Background: an optimization exercise with open tools, aiming at small area and a short achievable clock period. Do not read the settings as production practice.
Where RTL was checked, it was by simulation tests only, not by an equivalence proof against the original.
Only the layout flow was run in run 1; the RTL was not checked for function there.
Power and IR drop assume default switching activity.

## flow/design.v (module list and top-level ports; edited modules follow where they fit)
// module ALU: 2384 lines
module ALU (
    input             clk,
    input             rst,
    input             i_vld,
    input      [31:0] i_a,
    input      [31:0] i_b,
    input             opcode,
    output reg [31:0] o_res,
    output reg        o_res_vld,
    output reg        overflow
);
  // ...
==> flow/run.sh <==
#!/bin/bash
# synth_recipe.tcl (not shown) runs the flow's synth.tcl, then flattens the netlist and writes it again
# the make line also repeats each setting of config.mk as NAME=value (left out here)
make -C /OpenROAD-flow-scripts/flow DESIGN_CONFIG=/design/flow/config.mk WORK_HOME=/design/flow/orfs CLKGATE_MAP_FILE= SYNTH_SCRIPT=/design/flow/synth_recipe.tcl finish
==> flow/config.mk <==
export PLATFORM = sky130hd
export DESIGN_NAME = ALU
export DESIGN_NICKNAME = ALU
export VERILOG_FILES = /design/flow/design.v
export SDC_FILE = /design/flow/constraint.sdc
export NUM_CORES = 4
export LEC_CHECK = 0
export ABC_AREA = 1
export CAP_MARGIN = 20
export CORE_MARGIN = 2
export CORE_UTILIZATION = 40
export CTS_CLUSTER_DIAMETER = 100
export CTS_CLUSTER_SIZE = 30
export PLACE_DENSITY = 0.6
export SETUP_SLACK_MARGIN = 5
export SLEW_MARGIN = 20
==> flow/constraint.sdc <==
create_clock -name core_clock -period 9.0 [get_ports {clk}]
set_input_delay 1.8000 -clock core_clock [delete_from_list [all_inputs] [get_ports {clk}]]
set_output_delay 1.8000 -clock core_clock [all_outputs]
set_load 0.01 [all_outputs]
==> metrics.cfg, run 1 <==
[routing]
ant_nets=0
drc=0
firstDrtPassIters=6

[finish]
seq_area_share_pct=29.7
buffers=139
largest_reg_flops=196
finish.instance_area_sq_um=39900
fin_util_pct=43.6
n_clock_buffer=31
multi_input_area_sq_um=21700
areaGrowthSynthToFinish_pct=8.46

[synth]
synth_seq_cells=590
yosys.area_share.adder_pct=21.8
synth_top_area_share_pct=31.8
netlist_area_sq_um=36800
synthFlopType=dfxtp_1

[power]
p_int_mw=7.13
p_switching_mw=6.12

[setup_path]
crit_buf_inv=3
ff2ff_setup_slack_ns=5.68

[sta]
hold_viol=0
maxSlewViolCount=0
finalCriticalPeriod_ns=3.62
maxSlewHeadroom_pct=17.6

[global_routing]
grt_pass1_vias=28700
grt_pass1_wl_microns=171000

[status]
run_status=no timing/DRC/antenna violations

[cts]
clk_latency_ns=0.65
post-cts-setup-buffer-count=0

==> run 2, diff against run 1 <==
--- a/flow/design.v
+++ b/flow/design.v
@@ -26,26 +26,23 @@
 integer k;
 always @(posedge clk)
     for (k = 0; k < 12; k = k + 1) begin
         benc1[3*k]   <= bx[2*k+2];                                   
         benc1[3*k+1] <= bx[2*k+1] ^ bx[2*k];                         
         benc1[3*k+2] <= (bx[2*k+2] & ~bx[2*k+1] & ~bx[2*k]) |
                         (~bx[2*k+2] & bx[2*k+1] & bx[2*k]);          
     end
-wire [8:0]  dab_i = {1'b0, i_a[30:23]} - {1'b0, i_b[30:23]};
-wire [7:0]  dba_i = i_b[30:23] - i_a[30:23];
-wire [7:0]  dif_i = dab_i[8] ? dba_i : dab_i[7:0];
-wire        big_i = (|dif_i[7:5]) | (&dif_i[4:3]);       
-reg         a_is_L1, big1;
-reg  [4:0]  dif1;
+reg  [8:0]  dab1;        
+reg  [7:0]  dba1;        
+reg         fge1;        
 always @(posedge clk) begin
-    a_is_L1 <= (i_a[30:0] >= i_b[30:0]);                 
-    big1    <= big_i;
-    dif1    <= dif_i[4:0];
+    dab1 <= {1'b0, i_a[30:23]} - {1'b0, i_b[30:23]};
+    dba1 <= i_b[30:23] - i_a[30:23];
+    fge1 <= (i_a[22:0] >= i_b[22:0]);
 end
 wire        sa = a1[31], sb = b1[31];
 wire [7:0]  ea = a1[30:23], eb = b1[30:23];
 wire [22:0] fa = a1[22:0], fb = b1[22:0];
 wire        ha = |ea, hb = |eb;
 wire [23:0] ma1 = {ha, fa};
 wire [23:0] mb1 = {hb, fb};
 wire        emax_a = &ea, emax_b = &eb;
@@ -53,25 +50,29 @@
 wire        nan_a = emax_a & ~fz_a, nan_b = emax_b & ~fz_b;
 wire        inf_a = emax_a & fz_a,  inf_b = emax_b & fz_b;
 wire        zero_a = ~ha & fz_a,    zero_b = ~hb & fz_b;
 wire add_nan = nan_a | nan_b | (inf_a & inf_b & (sa ^ sb));
 wire mul_nan = nan_a | nan_b | (inf_a & zero_b) | (zero_a & inf_b);
 wire nan1  = op1 ? mul_nan : add_nan;
 wire inf1  = (inf_a | inf_b) & ~nan1;
 wire zero1 = op1 ? (zero_a | zero_b) : (zero_a & zero_b);
-wire        a_is_L = a_is_L1;
-wire [4:0]  sh5 = big1 ? 5'd23 : dif1;                   
+wire        eqe = ~|dab1[7:0];
+wire        a_is_L = (~dab1[8] & ~eqe) | (eqe & fge1);
+wire [7:0]  dif = dab1[8] ? dba1 : dab1[7:0];
+wire        big = (|dif[7:5]) | (&dif[4:3]);
 wire [23:0] L1 = a_is_L ? ma1 : mb1;
 wire [23:0] Sp = a_is_L ? mb1 : ma1;
+wire [4:0]  sh5 = dif[4:0];
 wire [23:0] sh0 = sh5[0] ? {1'b0, Sp[23:1]} : Sp;
 wire [23:0] sh1 = sh5[1] ? {2'b0, sh0[23:2]} : sh0;
 wire [23:0] sh2 = sh5[2] ? {4'b0, sh1[23:4]} : sh1;
 wire [23:0] sh3 = sh5[3] ? {8'b0, sh2[23:8]} : sh2;
-wire [23:0] S1  = sh5[4] ? {16'b0, sh3[23:16]} : sh3;
+wire [23:0] sh4 = sh5[4] ? {16'b0, sh3[23:16]} : sh3;
+wire [23:0] S1  = big ? {23'b0, Sp[23]} : sh4;
 wire        add_sign = a_is_L ? sa : sb;
 wire [7:0]  expL = a_is_L ? ea : eb;
 wire        mul_sign = sa ^ sb;
 wire [7:0]  exp_raw = ea + eb - 8'd127;
 wire pp0_0;
 wire pp0_1;
 wire pp0_2;
 wire pp0_3;
==> metrics.cfg, run 2 <==
[synth]
netlist_top_cells_area=dfxtp_1 32%, fa_1 14%, xor2_1 9.1%
ys_warn_count=1
ys_top_cells_by_count=624 x nand2_1, 611 x inv_1, 595 x dfxtp_1, 386 x xor2_1, 285 x o22ai_1
synth_cells=4407
synth_area_leader_cell=dfxtp_1
synth_xor_xnor_area_share_pct=9.95
postSynthAreaPerCell_sq_um=8.39
synth_compound_area_share_pct=12.2
synth_seq_cells=600  ; +1.7%
synth_nets=4963
async_flop_share_pct=0.833
yosysUniqueCellTypes=57
muxShareOfSynthArea_pct=0.139
synth_top_family_by_area=adder cells
netlist_area_sq_um=37000  ; +0.52%
synth_enable_flop_cells=0
yosysMostFrequentCell=nand2_1
synth-simple-area-share_pct=14.6
synth_top_area_share_pct=32.2  ; +0.38 points
yosys.area_share.adder_pct=21.7  ; -0.11 points
yosysSeqAreaShare_pct=32.6
synthFlopType=dfxtp_1

[finish]
drive_gt1_share_pct=3.28
fillerInstances=9160
finalNonFillerCells=5583
final_common_cell=nand2_1
largest_registers=t2: 196 flops, t3: 93 flops
finish.instance_area_sq_um=40000  ; +0.28%
multi_input_area_sq_um=21700  ; about the same
top_register=t2
areaGrowthSynthToFinish_pct=8.20
final_cell_mix=623 x nand2_1, 611 x inv_1, 595 x dfxtp_1
fin_util_pct=43.6  ; about the same
regArea_sq_um=12000
layout.nets=4934
largest_reg_flops=196  ; unchanged

[setup_path]
cp_max_fo=1
crit_buf_inv=1  ; -2
worstReg2RegEnd=t2[158]
max_stage_delay_ns=0.59
cp_slowest_cell=clkdlybuf4s50_1
worstPathRequired_ns=7.20
rr_worst_depth=6
crit_arrival_ns=1.56
reg2reg_from=b1[17]
ff2ff_setup_slack_ns=5.79  ; +0.11 ns
cp_top_family=buffers and inverters
startpoint_type=flip-flop
cp_cell_sequence=clkdlybuf4s50_1
end_kind=primary output
criticalPathCategory=reg -> out

[cts]
post-cts-setup-buffer-count=0  ; unchanged
clockBufferDepth=3
clkSinkCount=600
cts.repair.resized=0
clkTransAtPathRegs_ns=0.11
root_buffer=clkbuf_16
hold_buffers=0
clk_latency_ns=0.64  ; about the same
h-tree-depth=1
cts_tree=built
numCtsBuffers=29

[power]
power.leakage_nw=18.4
vdd_drop_max_v=0.000181
power_density_nw_per_um2=330

[sta]
hold_viol=0  ; unchanged
tns_ns=0
maxSlewHeadroom_pct=19.9  ; +2.2 points
grt_setup_unrepaired=no
worst_slack_ns=5.64
maxSlewViolCount=0  ; unchanged
worst_slew_pin_slew_ns=1.20
finalCriticalPeriod_ns=3.36  ; -0.264 ns
clock_skew_ns=0.0360
fmax_mhz=298
min_period_over_period_pct=37.3
setup_viol_count_final=0

[routing]
drt-total-wl_microns=115000
vias=30100
firstDrtPassIters=7  ; +1
drtIter0Drc=2708
avgRoutedWirePerCell_microns=20.5
drt-vias-per-instance=5.40
ant_nets=0  ; unchanged
drc=0  ; unchanged

[die]
die_area_sq_um=94900
dieWidth_microns=308
io_pins=102
start_util_pct=40.3
die_h_microns=308
std_cell_rows=111
core_area_sq_um=91700

[place]
gp_congestion=0.915
dpl.hpwl_microns=83400
dp_cells=5532
io_buffers=101
dpl_cell_area_sq_um=39000
pre_cts_slack_ns=5.07

[global_routing]
grt_pass1_wl_microns=177000  ; +3.5%
antenna_found_initial=6
grt_start_max_net_pins=62
track_usage_pct=23.9
grt_pass1_vias=30200  ; +5.0%
overflow=0

[hold_path]
min_path_cells=0
hp-start=exp2[7]
holdPathEnd=exp3[7]
hp-class=reg -> reg

[status]
run_status=no timing/DRC/antenna violations

[run]
maxCapViolCount=0

[run 2: changes by cell type after synthesis, sizes merged, moves of 9 or more]
cell / previous run / this run
nor4: 30 / 20
o21ai: 247 / 188
clkbuf: 159 / 150
nand3: 158 / 246
nor3: 20 / 29
nor2: 254 / 276
o21bai: 6 / 15
nand2: 592 / 629
dfxtp: 585 / 595
mux2i: 16 / 4
[run 2: report_power, final]
group | switching (mW) | internal (mW) | total (mW) | leakage (nW)
sequential | 0.645 | 3.67 | 4.31 | 5.06
clock | 0.970 | 0.674 | 1.64 | 0.476
combinational | 4.48 | 2.76 | 7.24 | 12.8
[run 2: kinds of logic (layout without fill, tap and decap cells)]
| logic type | Yosys count | count (layout) |
|---|---|---|
| other | 0 | 3 |
| XOR/XNOR | 420 | 420 |
| adder cells (fa/ha/maj) | 488 | 488 |
| AO/OA/AOI/OAI | 773 | 773 |
| flip-flops | 600 | 600 |
| buffers and inverters | 855 | 842 |
| AND/OR/NAND/NOR | 1266 | 1266 |
| multiplexers | 5 | 5 |
[run 2: how the worst max path moves through the flow]
stage	start	endpoint	depth (start not counted)
after detailed placement	i_a[23]	dab1[8]	9
after floorplan	i_a[23]	dab1[8]	8
after CTS	o_res[3]	o_res[3]	1
after global routing	o_res[3]	o_res[3]	1
after global placement	i_a[23]	dab1[8]	9
final	o_res[3]	o_res[3]	1
[run 2: final cells by class]
class,count,area share [%]
antenna,3,0.0188
clock buffer,31,1.86
clock inverter,16,0.616
inverter,648,6.08
multi-input combinational,2952,54.2
sequential,600,30.1
tap,1186,3.71
timing repair buffer,147,3.44
[run 2: through the flow]
| step | power, mW | hold slack [ns] |
|---|---|---|
| 2_1_floorplan | 8.95 | 0.310 |
| 3_3_place_gp | 11.4 | 0.311 |
| 3_5_place_dp | 11.5 | 0.312 |
| 4_1_cts | 13.2 | 0.331 |
| 5_1_grt | 14.4 | 0.334 |
| 6_report | 13.2 | 0.329 |
[run 2: per-layer routing]
metal	GRT usage [%]	part of all wire (%)	up-vias
met2	36.9	43	1436
met4	9.53	4.4	0
met3	4.75	9.3	319
li1	-	-	14200
met5	0	0	-
met1	32.9	44	14200
==> run 3, diff against run 2 <==
==> flow/flow/run.sh (new file) <==
#!/bin/bash
# Standard ORFS layout, with timing repair aiming for a shorter period than
# the clock constraint: repair_timing's setup margin is raised so that the
# resizer keeps working on paths that already meet the 9 ns clock.
set -euo pipefail
MARGIN=$(cat flow/margin.txt)
bash standard.sh synth > synth.log 2>&1
bash standard.sh SETUP_SLACK_MARGIN=$MARGIN finish > layout.log 2>&1
==> flow/flow/margin.txt (new file) <==
6.2
==> flow/standard.sh (new file) <==
#!/bin/bash
# synth_recipe.tcl (not shown) runs the flow's synth.tcl, then flattens the netlist and writes it again
# the make line also repeats each setting of config.mk as NAME=value (left out here)
make -C /OpenROAD-flow-scripts/flow DESIGN_CONFIG=/design/flow/config.mk WORK_HOME=/design/flow/orfs CLKGATE_MAP_FILE= SYNTH_SCRIPT=/design/flow/synth_recipe.tcl "${@:-finish}"
--- a/flow/config.mk
+++ b/flow/config.mk
@@ -12,5 +12,4 @@
 export CTS_CLUSTER_DIAMETER = 100
 export CTS_CLUSTER_SIZE = 30
 export PLACE_DENSITY = 0.6
-export SETUP_SLACK_MARGIN = 5
 export SLEW_MARGIN = 20
removed: flow/run.sh
==> metrics.cfg, run 3 <==
[hold_path]
min_path_cells=0  ; unchanged
hp-class=reg -> reg
holdPathEnd=exp3[4]
hp-start=exp2[4]

[synth]
postSynthAreaPerCell_sq_um=8.39  ; unchanged
synth_area_leader_cell=dfxtp_1
ys_warn_count=1  ; unchanged
synth_cells=4407  ; unchanged
synth_top_area_share_pct=32.2  ; unchanged
synth_seq_cells=600  ; unchanged
yosysUniqueCellTypes=57  ; unchanged
netlist_top_cells_area=dfxtp_1 32%, fa_1 14%, xor2_1 9.1%
synth_enable_flop_cells=0  ; unchanged
yosysMostFrequentCell=nand2_1
netlist_area_sq_um=37000  ; unchanged
yosysSeqAreaShare_pct=32.6  ; unchanged
ys_top_cells_by_count=624 x nand2_1, 611 x inv_1, 595 x dfxtp_1, 386 x xor2_1, 285 x o22ai_1
synthFlopType=dfxtp_1
synth_nets=4963  ; unchanged
async_flop_share_pct=0.833  ; unchanged

[routing]
top_layer_used=met5
vias=30400  ; +0.99%
wl_met1_microns=51100  ; +2.1%
avgRoutedWirePerCell_microns=21.0  ; +2.5%
firstDrtPassIters=6  ; -1
dr_wl_met2_microns=50100  ; +2.8%
drtIter0Drc=3005  ; +11%
wl_met3_microns=11200  ; +4.9%
drt-vias-per-instance=5.43  ; +0.54%
drc=0  ; unchanged
drt-total-wl_microns=118000  ; +2.9%
ant_nets=0  ; unchanged

[setup_path]
cp_top_family=flip-flops
reg2reg_from=benc1[19]
cp_cell_sequence=buf_2
worstReg2RegEnd=t2[45]
crit_arrival_ns=1.14  ; -0.42 ns
ff2ff_setup_slack_ns=6.18  ; +0.39 ns
end_kind=primary output
cp_max_fo=1  ; unchanged
crit_buf_inv=1  ; unchanged
max_stage_delay_ns=0.37  ; -0.22 ns
worstPathRequired_ns=7.20  ; about the same
startpoint_type=flip-flop
criticalPathCategory=reg -> out
cp_slowest_cell=dfrtp_1
rr_worst_depth=6  ; unchanged

[sta]
worst_slew_pin_slew_ns=1.17  ; -0.0348 ns
finalCriticalPeriod_ns=2.94  ; -0.422 ns
grt_setup_unrepaired=yes
min_period_over_period_pct=32.6  ; -4.7 points
clock_skew_ns=0.0580  ; +0.0219 ns
tns_ns=0  ; unchanged
hold_viol=0  ; unchanged
maxSlewHeadroom_pct=22.1  ; +2.2 points
maxSlewViolCount=0  ; unchanged
fmax_mhz=340  ; +14%
setup_viol_count_final=0  ; unchanged

[cts]
clk_latency_ns=0.67  ; +0.03 ns
clkTransAtPathRegs_ns=0.11  ; about the same
clockBufferDepth=3  ; unchanged
h-tree-depth=1  ; unchanged
hold_buffers=0  ; unchanged
clkSinkCount=600  ; unchanged
root_buffer=clkbuf_16
cts_tree=built
numCtsBuffers=30  ; +3.4%

[place]
gp_congestion=0.915  ; about the same
io_buffers=101  ; unchanged
dpl_cell_area_sq_um=39100  ; +0.24%
dp_cells=5531  ; -0.018%
dpl.hpwl_microns=83800  ; +0.55%

[power]
power_density_nw_per_um2=327  ; -0.73%
vdd_drop_max_v=0.000170  ; -6.0%
power.leakage_nw=18.7  ; +1.5%

[die]
io_pins=102  ; unchanged
std_cell_rows=111  ; unchanged
start_util_pct=40.3  ; unchanged
die_area_sq_um=94900  ; unchanged
die_h_microns=308  ; unchanged
core_area_sq_um=91700  ; unchanged
dieWidth_microns=308  ; unchanged

[finish]
fillerInstances=9066  ; -1.0%
final_common_cell=nand2_1
drive_gt1_share_pct=7.10  ; +3.8 points
layout.nets=4961  ; +0.55%
largest_reg_flops=196  ; unchanged
finalNonFillerCells=5608  ; +0.45%
top_register=t2
finish.instance_area_sq_um=40700  ; +1.7%
final_cell_mix=620 x nand2_1, 596 x inv_1, 565 x dfxtp_1
areaGrowthSynthToFinish_pct=10.0
largest_registers=t2: 196 flops, t3: 93 flops

[global_routing]
grt_pass1_vias=30000  ; -0.42%
antenna_found_initial=9  ; +3
grt_start_max_net_pins=62  ; unchanged
grt_pass1_wl_microns=178000  ; +0.89%
track_usage_pct=24.3  ; +0.35 points
overflow=0  ; unchanged

[run]
maxCapViolCount=0  ; unchanged

[status]
run_status=no timing/DRC/antenna violations

run 3: cell counts after synthesis:
No cell type changed its count.
run 3: where the power goes:
part           internal, mW  switching, mW  leakage, nW
clock                 0.678           1.00        0.496
sequential             3.68          0.662         5.06
combinational          2.77           4.52         13.1
run 3: logic make-up (layout without fill, tap and decap cells):
group | Yosys count | after routing | share of synthesized area (%)
compound gates | 773 | 773 | 12.2
buf+inv | 855 | 865 | 8.83
other cells | 0 | 2 | 0
mux | 5 | 5 | 0.139
fa+ha+maj | 488 | 488 | 21.7
flops | 600 | 600 | 32.6
xor+xnor | 420 | 420 | 9.95
simple gates | 1266 | 1269 | 14.6
run 3: how the worst max path moves through the flow:
stage | start | to | slack (ns) | cells after the start
floorplan | i_a[26] | dab1[8] | 5.96 | 9
global placement | i_b[8] | fge1 | 5.16 | 11
detailed placement | i_b[8] | fge1 | 5.14 | 11
CTS | o_res[0] | o_res[0] | 5.94 | 1
global route | o_res_vld | o_res_vld | 6.01 | 1
finish | o_res_vld | o_res_vld | 6.06 | 1
run 3: per-layer routing:
layer / global-route usage [%] / vias up
met3: 5.09 / 333
li1: - / 14300
met2: 37.0 / 1481
met1: 33.1 / 14300
met5: 0 / -
met4: 10.6 / 2
run 3: timing repair:
action,CTS,global route
endpoints found under the setup margin,190,158
buffers inserted,10,7
pin swaps,18,15
gates resized for setup,241,96
cloned,1,9
run 3: through the flow:
stage	power [mW]	utilization, %	setup WS, ns	hold slack [ns]
global placement	11.5	42.6	5.16	0.311
global route	14.5	44.4	6.01	0.342
detailed placement	11.5	42.6	5.14	0.312
CTS	13.2	43.9	5.94	0.327
floorplan	8.96	-	5.96	0.310
finish	13.3	44.4	6.06	0.328
run 3: worst reg2reg max path, cell delays in order, from the launching register on:
cell,delay [ns]
dfxtp_1,0.51
clkinvlp_4,0.58
o22ai_1,0.41
xor2_1,0.14
fa_1,0.55
inv_1,0.06
fa_1,0.44
run 3: area by class of cell:
type | count | area (sq um) | share of cell area [%]
diodes | 2 | 5.00 | 0.0123
clock buffers | 31 | 776 | 1.91
clock inverters | 16 | 255 | 0.628
inverters | 648 | 2510 | 6.18
multi-input cells | 2955 | 22100 | 54.2
flip-flops and latches | 600 | 12100 | 29.7
well taps | 1186 | 1480 | 3.65
repair buffers | 164 | 1460 | 3.59
repair inverters | 6 | 42.5 | 0.105
==> run 4, diff against run 3 <==
==> flow/flow/margin.txt (replaced) <==
5.8
==> metrics.cfg, run 4 <==
[synth]
async_flop_share_pct=0.833  ; unchanged
netlist_area_sq_um=37000  ; unchanged
synth_nets=4963  ; unchanged
yosysSeqAreaShare_pct=32.6  ; unchanged
ys_top_cells_by_count=624 x nand2_1, 611 x inv_1, 595 x dfxtp_1, 386 x xor2_1, 285 x o22ai_1
yosysMostFrequentCell=nand2_1
synthFlopType=dfxtp_1
synth_cells=4407  ; unchanged
postSynthAreaPerCell_sq_um=8.39  ; unchanged
netlist_top_cells_area=dfxtp_1 32%, fa_1 14%, xor2_1 9.1%
yosysUniqueCellTypes=57  ; unchanged
synth_enable_flop_cells=0  ; unchanged
ys_warn_count=1  ; unchanged
synth_area_leader_cell=dfxtp_1
synth_top_area_share_pct=32.2  ; unchanged
synth_seq_cells=600  ; unchanged

[cts]
cts_tree=built
root_buffer=clkbuf_16
clockBufferDepth=3  ; unchanged
numCtsBuffers=28  ; -6.7%
clk_latency_ns=0.65  ; -0.02 ns
post-cts-setup-buffer-count=0  ; -10
clkSinkCount=600  ; unchanged
clkTransAtPathRegs_ns=0.12  ; about the same
h-tree-depth=1  ; unchanged

[setup_path]
crit_arrival_ns=3.69  ; +2.55 ns
end_kind=flip-flop
crit_start=b1[11]
cp_cell_sequence=buf_4, clkinv_1, xor2_1, fa_1, inv_1, fa_1
max_stage_delay_ns=0.85  ; +0.48 ns
cp_max_fo=17  ; +16
reg2reg_from=b1[11]
endpoint=t2[84]
ff2ff_setup_slack_ns=5.85  ; -0.33 ns
startpoint_type=flip-flop
criticalPathCategory=reg -> reg
path_common_cell=fa_1
cp_slowest_cell=clkinv_1
rr_worst_depth=6  ; unchanged
worstPathRequired_ns=9.54  ; +2.34 ns
worstReg2RegEnd=t2[84]

[finish]
largest_registers=t2: 196 flops, t3: 93 flops
areaGrowthSynthToFinish_pct=8.08
layout.nets=4930  ; -0.62%
finalNonFillerCells=5574  ; -0.61%
top_register=t2
multi_input_area_sq_um=21700  ; -1.6%
largest_reg_flops=196  ; unchanged
regArea_sq_um=12000  ; -0.29%
fin_util_pct=43.6  ; -0.78 points
final_common_cell=nand2_1
final_cell_mix=623 x nand2_1, 610 x inv_1, 593 x dfxtp_1
drive_gt1_share_pct=3.42  ; -3.7 points
diodes=0  ; -2
finish.instance_area_sq_um=39900  ; -1.8%
fillerInstances=9152  ; +0.95%

[sta]
fmax_mhz=317  ; -6.9%
tns_ns=0  ; unchanged
min_period_over_period_pct=35.0  ; +2.4 points
hold_viol=0  ; unchanged
maxSlewViolCount=0  ; unchanged
grt_setup_unrepaired=no
maxSlewHeadroom_pct=19.4  ; -2.7 points
setup_viol_count_final=0  ; unchanged
clock_skew_ns=0.0244  ; -0.0335 ns
worst_slew_pin_slew_ns=1.21  ; +0.0411 ns
finalCriticalPeriod_ns=3.15  ; +0.217 ns

[routing]
drt-total-wl_microns=116000  ; -1.8%
avgRoutedWirePerCell_microns=20.8  ; -1.2%
drc=0  ; unchanged
vias=30300  ; -0.51%
ant_nets=0  ; unchanged
firstDrtPassIters=7  ; +1
drtIter0Drc=2836  ; -5.6%
drt-vias-per-instance=5.43  ; +0.10%

[place]
dpl.hpwl_microns=84000  ; +0.24%
dp_cells=5530  ; -0.018%
dpl_cell_area_sq_um=39000  ; -0.21%
gp_congestion=0.929  ; +1.6%
io_buffers=101  ; unchanged

[global_routing]
grt_pass1_wl_microns=178000  ; -0.49%
antenna_found_initial=2  ; -7
overflow=0  ; unchanged
grt_start_max_net_pins=62  ; unchanged
track_usage_pct=24.1  ; -0.20 points
grt_pass1_vias=30100  ; +0.12%

[die]
dieWidth_microns=308  ; unchanged
start_util_pct=40.3  ; unchanged
std_cell_rows=111  ; unchanged
io_pins=102  ; unchanged
core_area_sq_um=91700  ; unchanged
die_area_sq_um=94900  ; unchanged
die_h_microns=308  ; unchanged

[power]
p_sw_share_pct=46.4  ; -0.077 points
power_density_nw_per_um2=330  ; +0.81%
p_switching_mw=6.12  ; -1.1%
clkPwrFrac_pct=12.4  ; -0.2 points
p_comb_share_pct=54.8  ; about the same
p_int_mw=7.07  ; -0.82%
seq_power_share_pct=32.7  ; about the same
power.leakage_nw=18.4  ; -1.3%
p_total_mw=13.2  ; -0.96%
vdd_drop_max_v=0.000169  ; -0.41%

[status]
run_status=no timing/DRC/antenna violations

[run]
maxCapViolCount=0  ; unchanged

[hold_path]
hp-class=reg -> reg

run 4: timing repair:
item,in CTS,in global routing
endpoints found under the setup margin,34,74
pin swaps,0,1
hold buffers,0,0
resized for setup,34,15
run 4: area by class of cell:
| class | count | area share, % |
|---|---|---|
| multi-input combinational | 2952 | 54.3 |
| sequential | 600 | 30.1 |
| inverter | 648 | 6.13 |
| tap | 1186 | 3.71 |
| timing repair buffer | 144 | 3.30 |
| clock buffer | 30 | 1.83 |
| clock inverter | 14 | 0.592 |
run 4: critical path, delay by kind of cell, from the launching register on:
family / cells / cell delay, ns
buffers and inverters: 3 / 1.25
DFF: 1 / 0.32
adders and majority gates: 2 / 1.03
xor gates and xnor gates: 1 / 0.43
run 4: per-layer routing:
layer,track usage (%),wire length (microns),vias up
li1,-,-,14200
met1,33.2,50900,14300
met2,36.8,49000,1441
met3,4.84,10500,342
met4,9.91,5340,2
met5,0,13,-
run 4: per-stage QoR:
stage,worst slack (ns),hold WS [ns]
after floorplan,5.84,0.310
after global placement,5.16,0.312
after detailed placement,5.16,0.313
after CTS,5.83,0.327
after global routing,5.80,0.333
final,5.85,0.329
run 4: power groups by stage:
stage          Clock, mW  Combinational, mW  Sequential (mW)
2_1_floorplan          0               4.83             4.12
3_3_place_gp           0               7.08             4.37
3_5_place_dp           0               7.17             4.38
4_1_cts             1.67               7.16             4.31
5_1_grt             1.77               8.22             4.42
6_report            1.64               7.23             4.32
run 4: kinds of logic (layout without fill, tap and decap cells):
kind of cell,count (synthesis),in the layout,synth area share (%)
xor+xnor,420,420,9.95
simple gates,1266,1266,14.6
flops,600,600,32.6
mux,5,5,0.139
buf+inv,855,836,8.83
fa+ha+maj,488,488,21.7
compound gates,773,773,12.2
run 4: worst min-delay path by stage:
stage / startpoint / endpoint / cells past startpoint
finish: exp2[7] / exp3[7] / 0
global route: exp2[2] / exp3[2] / 0
CTS: exp2[7] / exp3[7] / 0
detailed placement: exp2[4] / exp3[4] / 0
global placement: t2[2] / t3[2] / 0
floorplan: exp2[0] / exp3[0] / 0
==> run 5, diff against run 4 <==
==> flow/flow/margin.txt (replaced) <==
6.1
==> metrics.cfg, run 5 <==
[routing]
drtIter0Drc=2894  ; +2.0%
avgRoutedWirePerCell_microns=20.8  ; +0.25%
ant_nets=0  ; unchanged
firstDrtPassIters=6  ; -1
drt-total-wl_microns=116000  ; +0.64%
vias=30300  ; -0.13%
drc=0  ; unchanged
drt-vias-per-instance=5.41  ; -0.52%

[sta]
hold_viol=0  ; unchanged
whs_ns=0.336  ; +0.00677 ns
clock_skew_ns=0.0371  ; +0.0127 ns
grt_setup_unrepaired=yes
fmax_mhz=342  ; +8.0%
min_period_over_period_pct=32.4  ; -2.6 points
setup_viol_count_final=0  ; unchanged
worst_slew_pin_slew_ns=1.19  ; -0.0165 ns
maxSlewViolCount=0  ; unchanged
finalCriticalPeriod_ns=2.92  ; -0.234 ns
maxSlewHeadroom_pct=20.5  ; +1.1 points
tns_ns=0  ; unchanged

[cts]
hold_buffers=0  ; unchanged
clk_latency_ns=0.67  ; +0.02 ns
clkTransAtPathRegs_ns=0.11  ; about the same
cts_tree=built
root_buffer=clkbuf_16
h-tree-depth=1  ; unchanged
clkSinkCount=600  ; unchanged
clockBufferDepth=3  ; unchanged
numCtsBuffers=29  ; +3.6%

[synth]
ys_top_cells_by_count=624 x nand2_1, 611 x inv_1, 595 x dfxtp_1, 386 x xor2_1, 285 x o22ai_1
synth_enable_flop_cells=0  ; unchanged
synthFlopType=dfxtp_1
netlist_area_sq_um=37000  ; unchanged
ys_warn_count=1  ; unchanged
synth_cells=4407  ; unchanged
yosysSeqAreaShare_pct=32.6  ; unchanged
synth_top_area_share_pct=32.2  ; unchanged
synth_nets=4963  ; unchanged
yosysUniqueCellTypes=57  ; unchanged
postSynthAreaPerCell_sq_um=8.39  ; unchanged
yosysMostFrequentCell=nand2_1
synth_area_leader_cell=dfxtp_1
synth_seq_cells=600  ; unchanged
async_flop_share_pct=0.833  ; unchanged
netlist_top_cells_area=dfxtp_1 32%, fa_1 14%, xor2_1 9.1%

[setup_path]
max_stage_delay_ns=0.36  ; -0.49 ns
crit_buf_inv=1  ; -2
criticalPathCategory=reg -> out
end_kind=primary output
cp_slowest_cell=dfrtp_1
cp_cell_sequence=buf_2
cp_max_fo=1  ; -16
cp_top_family=flip-flops
crit_arrival_ns=1.12  ; -2.57 ns
worstPathRequired_ns=7.20  ; -2.34 ns
startpoint_type=flip-flop

[hold_path]
hp-class=reg -> reg

[finish]
final_cell_mix=622 x nand2_1, 605 x inv_1, 570 x dfxtp_1
largest_reg_flops=196  ; unchanged
largest_registers=t2: 196 flops, t3: 93 flops
top_register=t2
final_common_cell=nand2_1
drive_gt1_share_pct=5.92  ; +2.5 points
layout.nets=4947  ; +0.34%
areaGrowthSynthToFinish_pct=9.46

[run]
maxCapViolCount=0  ; unchanged

[global_routing]
grt_start_max_net_pins=58  ; -6.5%
grt_pass1_wl_microns=178000  ; +0.47%
grt_pass1_vias=30100  ; -0.040%
antenna_found_initial=9  ; +7
track_usage_pct=24.3  ; +0.16 points
overflow=0  ; unchanged

[power]
power_density_nw_per_um2=327  ; -0.83%
vdd_drop_max_v=0.000176  ; +4.0%
power.leakage_nw=18.7  ; +1.7%

[place]
gp_congestion=0.913  ; -1.8%
io_buffers=101  ; unchanged
dpl.hpwl_microns=84200  ; +0.18%

[die]
die_h_microns=308  ; unchanged
io_pins=102  ; unchanged
core_area_sq_um=91700  ; unchanged
dieWidth_microns=308  ; unchanged
start_util_pct=40.3  ; unchanged
std_cell_rows=111  ; unchanged
die_area_sq_um=94900  ; unchanged

[status]
run_status=no timing/DRC/antenna violations

[run 5: where the power goes]
group          internal, mW  leakage, nW  switching, mW
clock                 0.643        0.462          0.977
combinational          2.77         13.2           4.52
sequential             3.68         5.06          0.658
total                  7.09         18.7           6.15
[run 5: area by class of cell]
| class | count | area, sq um |
|---|---|---|
| fill | 9191 | 51200 |
| multi-input combinational | 2953 | 22000 |
| sequential | 600 | 12100 |
| inverter | 648 | 2480 |
| timing repair buffer | 158 | 1500 |
| tap | 1186 | 1480 |
| clock buffer | 31 | 743 |
| clock inverter | 15 | 210 |
| antenna | 4 | 10.0 |
| timing repair inverter | 1 | 5.00 |
[run 5: kinds of logic (layout without fill, tap and decap cells)]
kind of cell	count (synthesis)	in the layout	synth area share, %
buffers and inverters	855	853	8.83
XOR/XNOR	420	420	9.95
other	0	4	0
adder cells (fa/ha/maj)	488	488	21.7
AO/OA/AOI/OAI	773	773	12.2
multiplexers	5	5	0.139
AND/OR/NAND/NOR	1266	1267	14.6
flip-flops	600	600	32.6
[run 5: worst paths after layout]
check                          start   endpoint  slack, ns  depth (start not counted)
min in group asynchronous        rst       vld2       1.36                          2
hold reg to reg                  op2        op3       0.34                          0
hold / removal                   op2        op3       0.34                          0
setup / recovery           o_res_vld  o_res_vld       6.08                          1
max in group asynchronous        rst       vld3       7.47                          2
setup reg to reg               b1[0]     t2[64]       6.12                          5
[run 5: stage by stage]
stage	std cells	setup slack (ns)	area (sq um)	total power, mW	util, %
floorplan	4407	5.96	37100	8.95	-
global placement	5533	5.15	39100	11.5	42.6
detailed placement	5534	5.15	39100	11.6	42.6
CTS	5584	6.01	40100	13.2	43.7
global route	5594	6.02	40500	14.5	44.1
finish	5596	6.08	40500	13.2	44.1
[run 5: worst reg2reg max path: cells and delay by family (launching register included)]
family                   cells  cell delay [ns]
AO/OA/AOI/OAI                1             0.27
XOR/XNOR                     1             0.23
adder cells (fa/ha/maj)      2             1.02
buffers and inverters        1             0.85
flip-flops                   1             0.41
[run 5: routing by layer]
| layer | GRT usage, % | share of wire (%) | up-vias |
|---|---|---|---|
| met5 | 0 | 0 | - |
| met4 | 9.64 | 4.0 | 0 |
| met3 | 4.87 | 9.1 | 287 |
| met2 | 37.6 | 43 | 1404 |
| met1 | 33.1 | 44 | 14300 |
| li1 | - | - | 14300 |
[run 5: what timing repair did]
item / in CTS / in global routing
resized for setup: 203 / 80
endpoints found under the setup margin: 142 / 118
cloned: 0 / 2
hold endpoints to repair: 0 / 0
setup buffers: 4 / 5
pin swaps: 8 / 12

-- separate check: timing with driven ports --
How much do the figures lean on ideal ports? The routed layouts below were timed once more, with nothing changed but the port constraints. Step 1 sets driving cells, clkbuf_16 on the clock port and buf_2 on the other inputs (assumed; they add their load-dependent delay and slew). Step 2 times the ports against the registers' clock, not the clock port: input delays grow and output delays shrink by t, the midpoint of the rising clock arrivals with the driver on. Three values: ideal ports, drivers, drivers and shift; two values: the first two.
run | shift t [ns] | setup slack, ns | worst setup path after step 2 | clock arrival spread, ns | pins driven straight from the clock port
run 1 | 0.699 | 5.377 / 5.415 / 4.717 | input to register | 0.047 / 0.047 | 1
run 2 | 0.702 | 5.641 / 5.567 / 5.068 | input to register | 0.036 / 0.037 | 1
run 3 | 0.716 | 6.063 / 5.991 / 5.530 | input to register | 0.060 / 0.060 | 1
run 4 | 0.705 | 5.846 / 5.846 / 5.212 | input to register | 0.027 / 0.028 | 1
run 5 | 0.705 | 6.080 / 6.022 / 5.485 | input to register | 0.048 / 0.048 | 1
After both steps every run listed still meets setup and hold. The setup slack of run 1, which loses most, moves by +0.038 ns with the drivers and by -0.660 ns with both steps.
